This design comes from an exercise in tuning for small area on the open sky130 flow, not from production work. Function was checked by simulation only, so behaviour that the tests miss may differ from the original. Power and IR drop assume default switching activity. The clock port is modelled as an ideal driver; clocking choices that lean on that would not hold on a real chip.

## ddr_memory_rtl
module ddr_memory_rtl #(
    parameter ADDR_WIDTH = 4,
    parameter DATA_WIDTH = 32,
    parameter MEM_SIZE   = 16
) (
    input  logic                  clk,
    input  logic                  reset,
    input  logic                  wr,        
    input  logic                  rd,        
    input  logic [ADDR_WIDTH-1:0] addr,      
    input  logic [DATA_WIDTH-1:0] wdata,     
    output logic [DATA_WIDTH-1:0] rdata,     
    output logic                  response
);
clock: 4.0 ns
lec_check: 0
cap_margin: 20
core_margin: 2
core_utilization: 60
cts_buf_list: sky130_fd_sc_hd__clkbuf_16
cts_cluster_diameter: 100
cts_cluster_size: 30
slew_margin: 20
standard.sh (not shown) runs the stock make flow with config.mk's settings and CLKGATE_MAP_FILE= SYNTH_SCRIPT=/design/flow/synth_recipe.tcl, a recipe that flattens the netlist after the stock synthesis.
==> flow/flow/run.sh <==
#!/bin/bash
# Standard layout, with the port buffers built from the smallest buffer cell and
# the clock tree built without dummy balancing loads.
set -euo pipefail
export BUFFER_PORTS_ARGS="-buffer_cell sky130_fd_sc_hd__buf_1"
export CTS_ARGS="-sink_clustering_enable -repair_clock_nets -buf_list sky130_fd_sc_hd__clkbuf_16 -sink_clustering_size 30 -sink_clustering_max_diameter 100 -dont_use_dummy_load"
bash standard.sh > standard_flow.log 2>&1
Edit:
==> flow/run.sh (new file) <==
#!/bin/bash
# synth_recipe.tcl (not shown) runs the flow's synth.tcl, then flattens the netlist and writes it again
# the make line also repeats each setting of config.mk as NAME=value (left out here)
make -C /OpenROAD-flow-scripts/flow DESIGN_CONFIG=/design/flow/config.mk WORK_HOME=/design/flow/orfs CLKGATE_MAP_FILE= SYNTH_SCRIPT=/design/flow/synth_recipe.tcl finish
removed: flow/flow/run.sh
removed: flow/standard.sh
=>
- clock-buffer cell count rises by 1
- hold slack is better by 150 ps
- wire length falls by 2.0%
- die area is unchanged
- sequential share of layout area falls by 2.2 points
- via count barely changes
- power rises by 1.9%
- first-iteration DRC count falls by 9.4%

---

ddr_memory_rtl, a different RTL version from the one above (not shown whole).
Size in the first run: about 1000 cells after synthesis, roughly 560 flip-flops, ~73 I/O pins, about 20000 sq um of cells after synthesis.
Settings: LEC_CHECK=0, CAP_MARGIN=20, CORE_MARGIN=2, CORE_UTILIZATION=60, CTS_BUF_LIST=sky130_fd_sc_hd__clkbuf_16, CTS_CLUSTER_SIZE=25, SLEW_MARGIN=20; clock period 4.0 ns.
run.sh (not shown) runs the stock make flow with config.mk's settings and CLKGATE_MAP_FILE= SYNTH_SCRIPT=/design/flow/synth_recipe.tcl, a recipe that flattens the netlist after the stock synthesis.
Stock flow here: none of the scripts above is used.
The first run completed without violations.
Edit:
Settings changed: CORE_UTILIZATION 60 to 40, CTS_BUF_LIST sky130_fd_sc_hd__clkbuf_16 to unset, CTS_CLUSTER_SIZE 25 to unset.
Utilization falls by 23 points.
Final area rose slightly.
Worst setup slack gets better by 0.038 ns.
Edit:
Settings changed: CORE_UTILIZATION 40 to 60.
Outcome: Via count stays flat; design area is lower by 1.5%; clock skew is lower by 0.0035 ns; setup slack loses 0.032 ns; die area is lower by 33%; synthesized cell count stays the same; critical path depth is unchanged.
Edit:
Settings changed: CTS_BUF_LIST set to sky130_fd_sc_hd__clkbuf_16, CTS_CLUSTER_DIAMETER set to 60, CTS_CLUSTER_SIZE set to 34.
Effect: Global-route usage went down by 0.25 points; count of clock-buffer cells in the layout decreases by 43; worst hold slack gets better by 0.0033 ns; synthesized cell count stays the same.
Edit:
Settings changed: ABC_AREA set to 1, CORE_UTILIZATION 60 to 40, CTS_BUF_LIST sky130_fd_sc_hd__clkbuf_16 to sky130_fd_sc_hd__clkbuf_4, CTS_CLUSTER_DIAMETER 60 to unset, CTS_CLUSTER_SIZE 34 to unset.
Effect:
- The new run finished clean
- worst setup slack is better by 0.12 ns
- total power climbs by 16%
- die area is higher by 69%
- cell count rises by 93%
- fmax goes up by 4.3%
- core utilization shrinks by 22 points
- cell area rises by 17%
- wire length came out higher by 36%
- hold slack gets worse by 0.23 ns
- area after synthesis came out higher by 14%

---

run 1:
Another version of the RTL of ddr_memory_rtl (not shown whole).
For scale: about 870 cells after synthesis, roughly 560 flip-flops, about 73 I/O pins, roughly 19000 µm² of cells after synthesis.
==> flow/config.mk <==
export PLATFORM = sky130hd
export DESIGN_NAME = ddr_memory_rtl
export DESIGN_NICKNAME = ddr_memory_rtl
export VERILOG_FILES = /design/flow/design.v
export SDC_FILE = /design/flow/constraint.sdc
export NUM_CORES = 4
export LEC_CHECK = 0
export CAP_MARGIN = 0
export CORE_MARGIN = 2
export CORE_UTILIZATION = 70
export CTS_BUF_LIST = sky130_fd_sc_hd__clkbuf_16
export CTS_CLUSTER_DIAMETER = 100
export CTS_CLUSTER_SIZE = 30
export SLEW_MARGIN = 0
==> flow/constraint.sdc <==
create_clock -name core_clock -period 4.0 [get_ports {clk}]
set_input_delay 0.8000 -clock core_clock [delete_from_list [all_inputs] [get_ports {clk}]]
set_output_delay 0.8000 -clock core_clock [all_outputs]
set_load 0.01 [all_outputs]
standard.sh (not shown) runs the stock make flow with config.mk's settings and CLKGATE_MAP_FILE= SYNTH_SCRIPT=/design/flow/synth_recipe.tcl, a recipe that flattens the netlist after the stock synthesis.
==> flow/flow/run.sh <==
#!/bin/bash
# The standard layout (standard.sh), with three changes to how it is built:
#  - synthesis is synth_recipe.tcl unchanged, except that its technology mapping
#    call (abc) runs flow/abc_area.script, an area-oriented mapping, in place of
#    ORFS's speed script;
#  - the port buffers use the smallest buffer cell;
#  - the clock tree is built from large clusters of clkbuf_16, without dummy loads;
#  - before the resizer's repair after global placement, flow/upsize.tcl swaps the
#    buffers timing-driven placement put on internal high-fanout nets for
#    stronger drivers of those nets.
# Each tool's output goes to the logs under orfs/logs and to flow_standard.log.
set -euo pipefail
W=$PWD
cat > "$W/flow_synth.tcl" <<EOF
proc abc {args} {
  set i [lsearch -exact \$args -script]
  if {\$i >= 0} { lset args [expr {\$i + 1}] {$W/flow/abc_area.script} }
  yosys abc {*}\$args
}
source {$W/synth_recipe.tcl}
EOF
sed "s#SYNTH_SCRIPT=[^ ]*#SYNTH_SCRIPT=$W/flow_synth.tcl#" standard.sh > flow_standard.sh
grep -q "SYNTH_SCRIPT=$W/flow_synth.tcl" flow_standard.sh
export BUFFER_PORTS_ARGS="-buffer_cell sky130_fd_sc_hd__buf_1"
export PRE_RESIZE_TCL="$W/flow/upsize.tcl"
export CTS_ARGS="-sink_clustering_enable -repair_clock_nets -buf_list sky130_fd_sc_hd__clkbuf_16 -sink_clustering_size 33 -sink_clustering_max_diameter 100 -dont_use_dummy_load"
bash flow_standard.sh > flow_standard.log 2>&1
==> flow/flow/upsize.tcl <==
# Before the resizer's repair: take out the buffers that timing-driven global
# placement put on internal nets (never a port's buffer), and give the drivers
# of the high-fanout nets left the next drive strength of their own cell family.
set bufs {}
foreach cell [get_cells *] {
  set ref [get_property $cell ref_name]
  if {![regexp {^sky130_fd_sc_hd__buf_[0-9]+$} $ref]} { continue }
  set port 0
  foreach pin [get_pins -of_objects $cell] {
    set net [get_nets -quiet -of_objects $pin]
    if {$net ne "" && [llength [get_ports -quiet -of_objects $net]] > 0} { set port 1 }
  }
  if {!$port} { lappend bufs [get_full_name $cell] }
}
puts "upsize.tcl: removing [llength $bufs] internal buffers"
if {[llength $bufs] > 0} { remove_buffers {*}$bufs }
set n_up 0
foreach cell [get_cells *] {
  set ref [get_property $cell ref_name]
  if {![regexp {^(sky130_fd_sc_hd__(and|nand|nor|or)[0-9][a-z]*)_1$} $ref -> fam]} { continue }
  foreach pin [get_pins -of_objects $cell -filter "direction == output"] {
    set net [get_nets -quiet -of_objects $pin]
    if {$net eq ""} { continue }
    set nload [llength [get_pins -quiet -of_objects $net -filter "direction == input"]]
    if {$nload > 12 && [llength [get_ports -quiet -of_objects $net]] == 0 &&
        [llength [get_lib_cells -quiet */${fam}_2]] > 0} {
      replace_cell $cell ${fam}_2
      incr n_up
    }
  }
}
puts "upsize.tcl: upsized $n_up drivers"
Other scripts of this flow, unchanged in this note and not shown: flow/flow/abc_area.script
Relative to run 1, the following input files were edited for run 2:
Settings: a change of CORE_UTILIZATION from 70 to 75.
==> flow/flow/run.sh <==
#!/bin/bash
# The standard layout (standard.sh), with three changes to how it is built:
#  - synthesis is synth_recipe.tcl unchanged, except that its technology mapping
#    call (abc) runs flow/abc_area.script, an area-oriented mapping, in place of
#    ORFS's speed script;
#  - the port buffers use the smallest buffer cell;
#  - the clock tree is built from large clusters of clkbuf_16, without dummy loads.
# Each tool's output goes to the logs under orfs/logs and to flow_standard.log.
set -euo pipefail
W=$PWD
cat > "$W/flow_synth.tcl" <<EOF
proc abc {args} {
  set i [lsearch -exact \$args -script]
  if {\$i >= 0} { lset args [expr {\$i + 1}] {$W/flow/abc_area.script} }
  yosys abc {*}\$args
}
source {$W/synth_recipe.tcl}
EOF
sed "s#SYNTH_SCRIPT=[^ ]*#SYNTH_SCRIPT=$W/flow_synth.tcl#" standard.sh > flow_standard.sh
grep -q "SYNTH_SCRIPT=$W/flow_synth.tcl" flow_standard.sh
export BUFFER_PORTS_ARGS="-buffer_cell sky130_fd_sc_hd__buf_1"
export CTS_ARGS="-sink_clustering_enable -repair_clock_nets -buf_list sky130_fd_sc_hd__clkbuf_16 -sink_clustering_size 34 -sink_clustering_max_diameter 150 -dont_use_dummy_load"
bash flow_standard.sh > flow_standard.log 2>&1
removed: flow/flow/upsize.tcl
Notes after the runs:
- Power spent charging and discharging nets, run 1 and run 2, higher one = run 2.
- Summary: with run 1 as the reference, via-per-instance ratio in run 2 moved up by a few percent.
- Run 1 -> run 2: cell area increased slightly
- Against run 1, run 2 comes in 17 higher on number of non-clock buffers in the layout.
For run 3, these inputs were changed with respect to run 2:
Settings: CORE_UTILIZATION: 75 -> 70.
==> flow/flow/run.sh <==
#!/bin/bash
# The standard layout (standard.sh), with four changes to how it is built:
#  - synthesis is synth_recipe.tcl unchanged, except that its technology mapping
#    call (abc) runs flow/abc_area.script, an area-oriented mapping, in place of
#    ORFS's speed script;
#  - the port buffers use the smallest buffer cell;
#  - the clock tree is built from large clusters of clkbuf_16, without dummy loads;
#  - before the resizer's repair after global placement, flow/upsize.tcl swaps the
#    buffers timing-driven placement put on internal high-fanout nets for
#    stronger drivers of those nets.
# Each tool's output goes to the logs under orfs/logs and to flow_standard.log.
set -euo pipefail
W=$PWD
cat > "$W/flow_synth.tcl" <<EOF
proc abc {args} {
  set i [lsearch -exact \$args -script]
  if {\$i >= 0} { lset args [expr {\$i + 1}] {$W/flow/abc_area.script} }
  yosys abc {*}\$args
}
source {$W/synth_recipe.tcl}
EOF
sed "s#SYNTH_SCRIPT=[^ ]*#SYNTH_SCRIPT=$W/flow_synth.tcl#" standard.sh > flow_standard.sh
grep -q "SYNTH_SCRIPT=$W/flow_synth.tcl" flow_standard.sh
export BUFFER_PORTS_ARGS="-buffer_cell sky130_fd_sc_hd__buf_1"
export PRE_RESIZE_TCL="$W/flow/upsize.tcl"
export CTS_ARGS="-sink_clustering_enable -repair_clock_nets -buf_list sky130_fd_sc_hd__clkbuf_16 -sink_clustering_size 33 -sink_clustering_max_diameter 100 -dont_use_dummy_load"
bash flow_standard.sh > flow_standard.log 2>&1
==> flow/flow/upsize.tcl (new file) <==
# Before the resizer's repair: take out the buffers that timing-driven global
# placement put on internal nets (never a port's buffer), and give the drivers
# of the high-fanout nets left the next drive strength of their own cell family.
set bufs {}
foreach cell [get_cells *] {
  set ref [get_property $cell ref_name]
  if {![regexp {^sky130_fd_sc_hd__buf_[0-9]+$} $ref]} { continue }
  set port 0
  foreach pin [get_pins -of_objects $cell] {
    set net [get_nets -quiet -of_objects $pin]
    if {$net ne "" && [llength [get_ports -quiet -of_objects $net]] > 0} { set port 1 }
  }
  if {!$port} { lappend bufs [get_full_name $cell] }
}
puts "upsize.tcl: removing [llength $bufs] internal buffers"
if {[llength $bufs] > 0} { remove_buffers {*}$bufs }
set n_up 0
foreach cell [get_cells *] {
  set ref [get_property $cell ref_name]
  if {![regexp {^(sky130_fd_sc_hd__(and|nand|nor|or)[0-9][a-z]*)_1$} $ref -> fam]} { continue }
  foreach pin [get_pins -of_objects $cell -filter "direction == output"] {
    set net [get_nets -quiet -of_objects $pin]
    if {$net eq ""} { continue }
    set nload [llength [get_pins -quiet -of_objects $net -filter "direction == input"]]
    if {$nload > 12 && [llength [get_ports -quiet -of_objects $net]] == 0 &&
        [llength [get_lib_cells -quiet */${fam}_2]] > 0} {
      replace_cell $cell ${fam}_2
      incr n_up
    }
  }
}
puts "upsize.tcl: upsized $n_up drivers"
==> run summary <==
Compared with run 2, run 3 shows a lower synthesis-to-finish area growth.
Run 3 vs run 2, instance count: run 3 lower
Register-to-register setup slack on run 3 is ahead of run 2.
Changes observed in run 3 relative to run 2: total clock buffers created by CTS roughly the same, total non-filler cell area in the finished layout lower, fraction of final layout cells sized beyond drive strength 1 roughly the same, first-iteration DRC count lower, non-clock buffer count lower.
Run 3 improves on run 2 in net switching power.
Run 2 → run 3: total via count in the routed design went down; routed wire length fell by 5.2%.
diff inputs: run 3 => run 4
Settings: putting GPL_ROUTABILITY_DRIVEN at 0 where nothing was set; swapping 70 for 75 in CORE_UTILIZATION.
==> flow/flow/run.sh <==
#!/bin/bash
# The standard layout (standard.sh), with three changes to how it is built:
#  - synthesis is synth_recipe.tcl unchanged, except that its technology mapping
#    call (abc) runs flow/abc_area.script, an area-oriented mapping, in place of
#    ORFS's speed script;
#  - the port buffers use the smallest buffer cell;
#  - the clock tree is built from large clusters of clkbuf_16, without dummy loads.
# Each tool's output goes to the logs under orfs/logs and to flow_standard.log.
set -euo pipefail
W=$PWD
cat > "$W/flow_synth.tcl" <<EOF
proc abc {args} {
  set i [lsearch -exact \$args -script]
  if {\$i >= 0} { lset args [expr {\$i + 1}] {$W/flow/abc_area.script} }
  yosys abc {*}\$args
}
source {$W/synth_recipe.tcl}
EOF
sed "s#SYNTH_SCRIPT=[^ ]*#SYNTH_SCRIPT=$W/flow_synth.tcl#" standard.sh > flow_standard.sh
grep -q "SYNTH_SCRIPT=$W/flow_synth.tcl" flow_standard.sh
export BUFFER_PORTS_ARGS="-buffer_cell sky130_fd_sc_hd__buf_1"
export CTS_ARGS="-sink_clustering_enable -repair_clock_nets -buf_list sky130_fd_sc_hd__clkbuf_16 -sink_clustering_size 33 -sink_clustering_max_diameter 100 -dont_use_dummy_load"
bash flow_standard.sh > flow_standard.log 2>&1
removed: flow/flow/upsize.tcl
Findings:
- Internal power component essentially unchanged between run 3 and run 4.
- Run 3 vs run 4, beginning of the critical path: addr[0] vs addr[1]
- In summary, run 4 completed successfully, with a layout that passed the timing, DRC and antenna checks.
- Delta (run 4 minus run 3): final hold slack increased 0.010 ns, core utilization of the finished layout increased 6.1 points, number of standard cells in the layout, taps in and fillers out increased about 0.46%, die area decreased 6.5%, initial cell density of the core increased 5.2 points.

-- re-timing with driven ports --
How much do the figures lean on ideal ports? The routed layouts below were timed once more, with nothing changed but the port constraints. Step 1 sets driving cells, clkbuf_16 on the clock port and buf_2 on the other inputs (assumed; they add their load-dependent delay and slew). Step 2 moves the port delays by t, midway between the first and last clock arrival at a register: inputs arrive t later, outputs are due t later. That takes back most of the time a late clock gives input paths. a / b / c = no drivers / after step 1 / after step 2; a / b = the first two.
run	t (ns)	slack for setup (ns)	worst hold slack (ns)	worst setup path at the end
the first run of note 1	0.604	1.393 / 1.420 / 0.816	0.317 / 0.284 / 0.467	input to register
the second run of note 1	0.611	1.163 / 1.195 / 0.584	0.469 / 0.469 / 0.469	input to register
the first run of note 2	0.620	1.172 / 1.198 / 0.578	0.475 / 0.475 / 0.475	input to register
the second run of note 2	0.641	1.210 / 1.242 / 0.601	0.466 / 0.466 / 0.466	input to register
the third run of note 2	0.621	1.179 / 1.203 / 0.582	0.475 / 0.475 / 0.475	input to register
the fourth run of note 2	0.587	1.139 / 1.165 / 0.578	0.478 / 0.478 / 0.478	input to register
the fifth run of note 2	0.992	1.258 / 1.205 / 0.636	0.252 / 0.219 / 0.475	input to register
run 1	0.589	1.404 / 1.431 / 0.841	0.197 / 0.164 / 0.442	input to register
run 2	0.579	1.420 / 1.443 / 0.864	0.195 / 0.163 / 0.429	input to register
run 3	0.589	1.404 / 1.431 / 0.841	0.197 / 0.164 / 0.442	input to register
run 4	0.581	1.407 / 1.427 / 0.846	0.207 / 0.177 / 0.456	input to register
After both steps setup and hold are still met in every run listed. The setup slack of the fifth run of note 2, which loses most, moves by -0.053 ns with the drivers and by -0.622 ns with both steps.
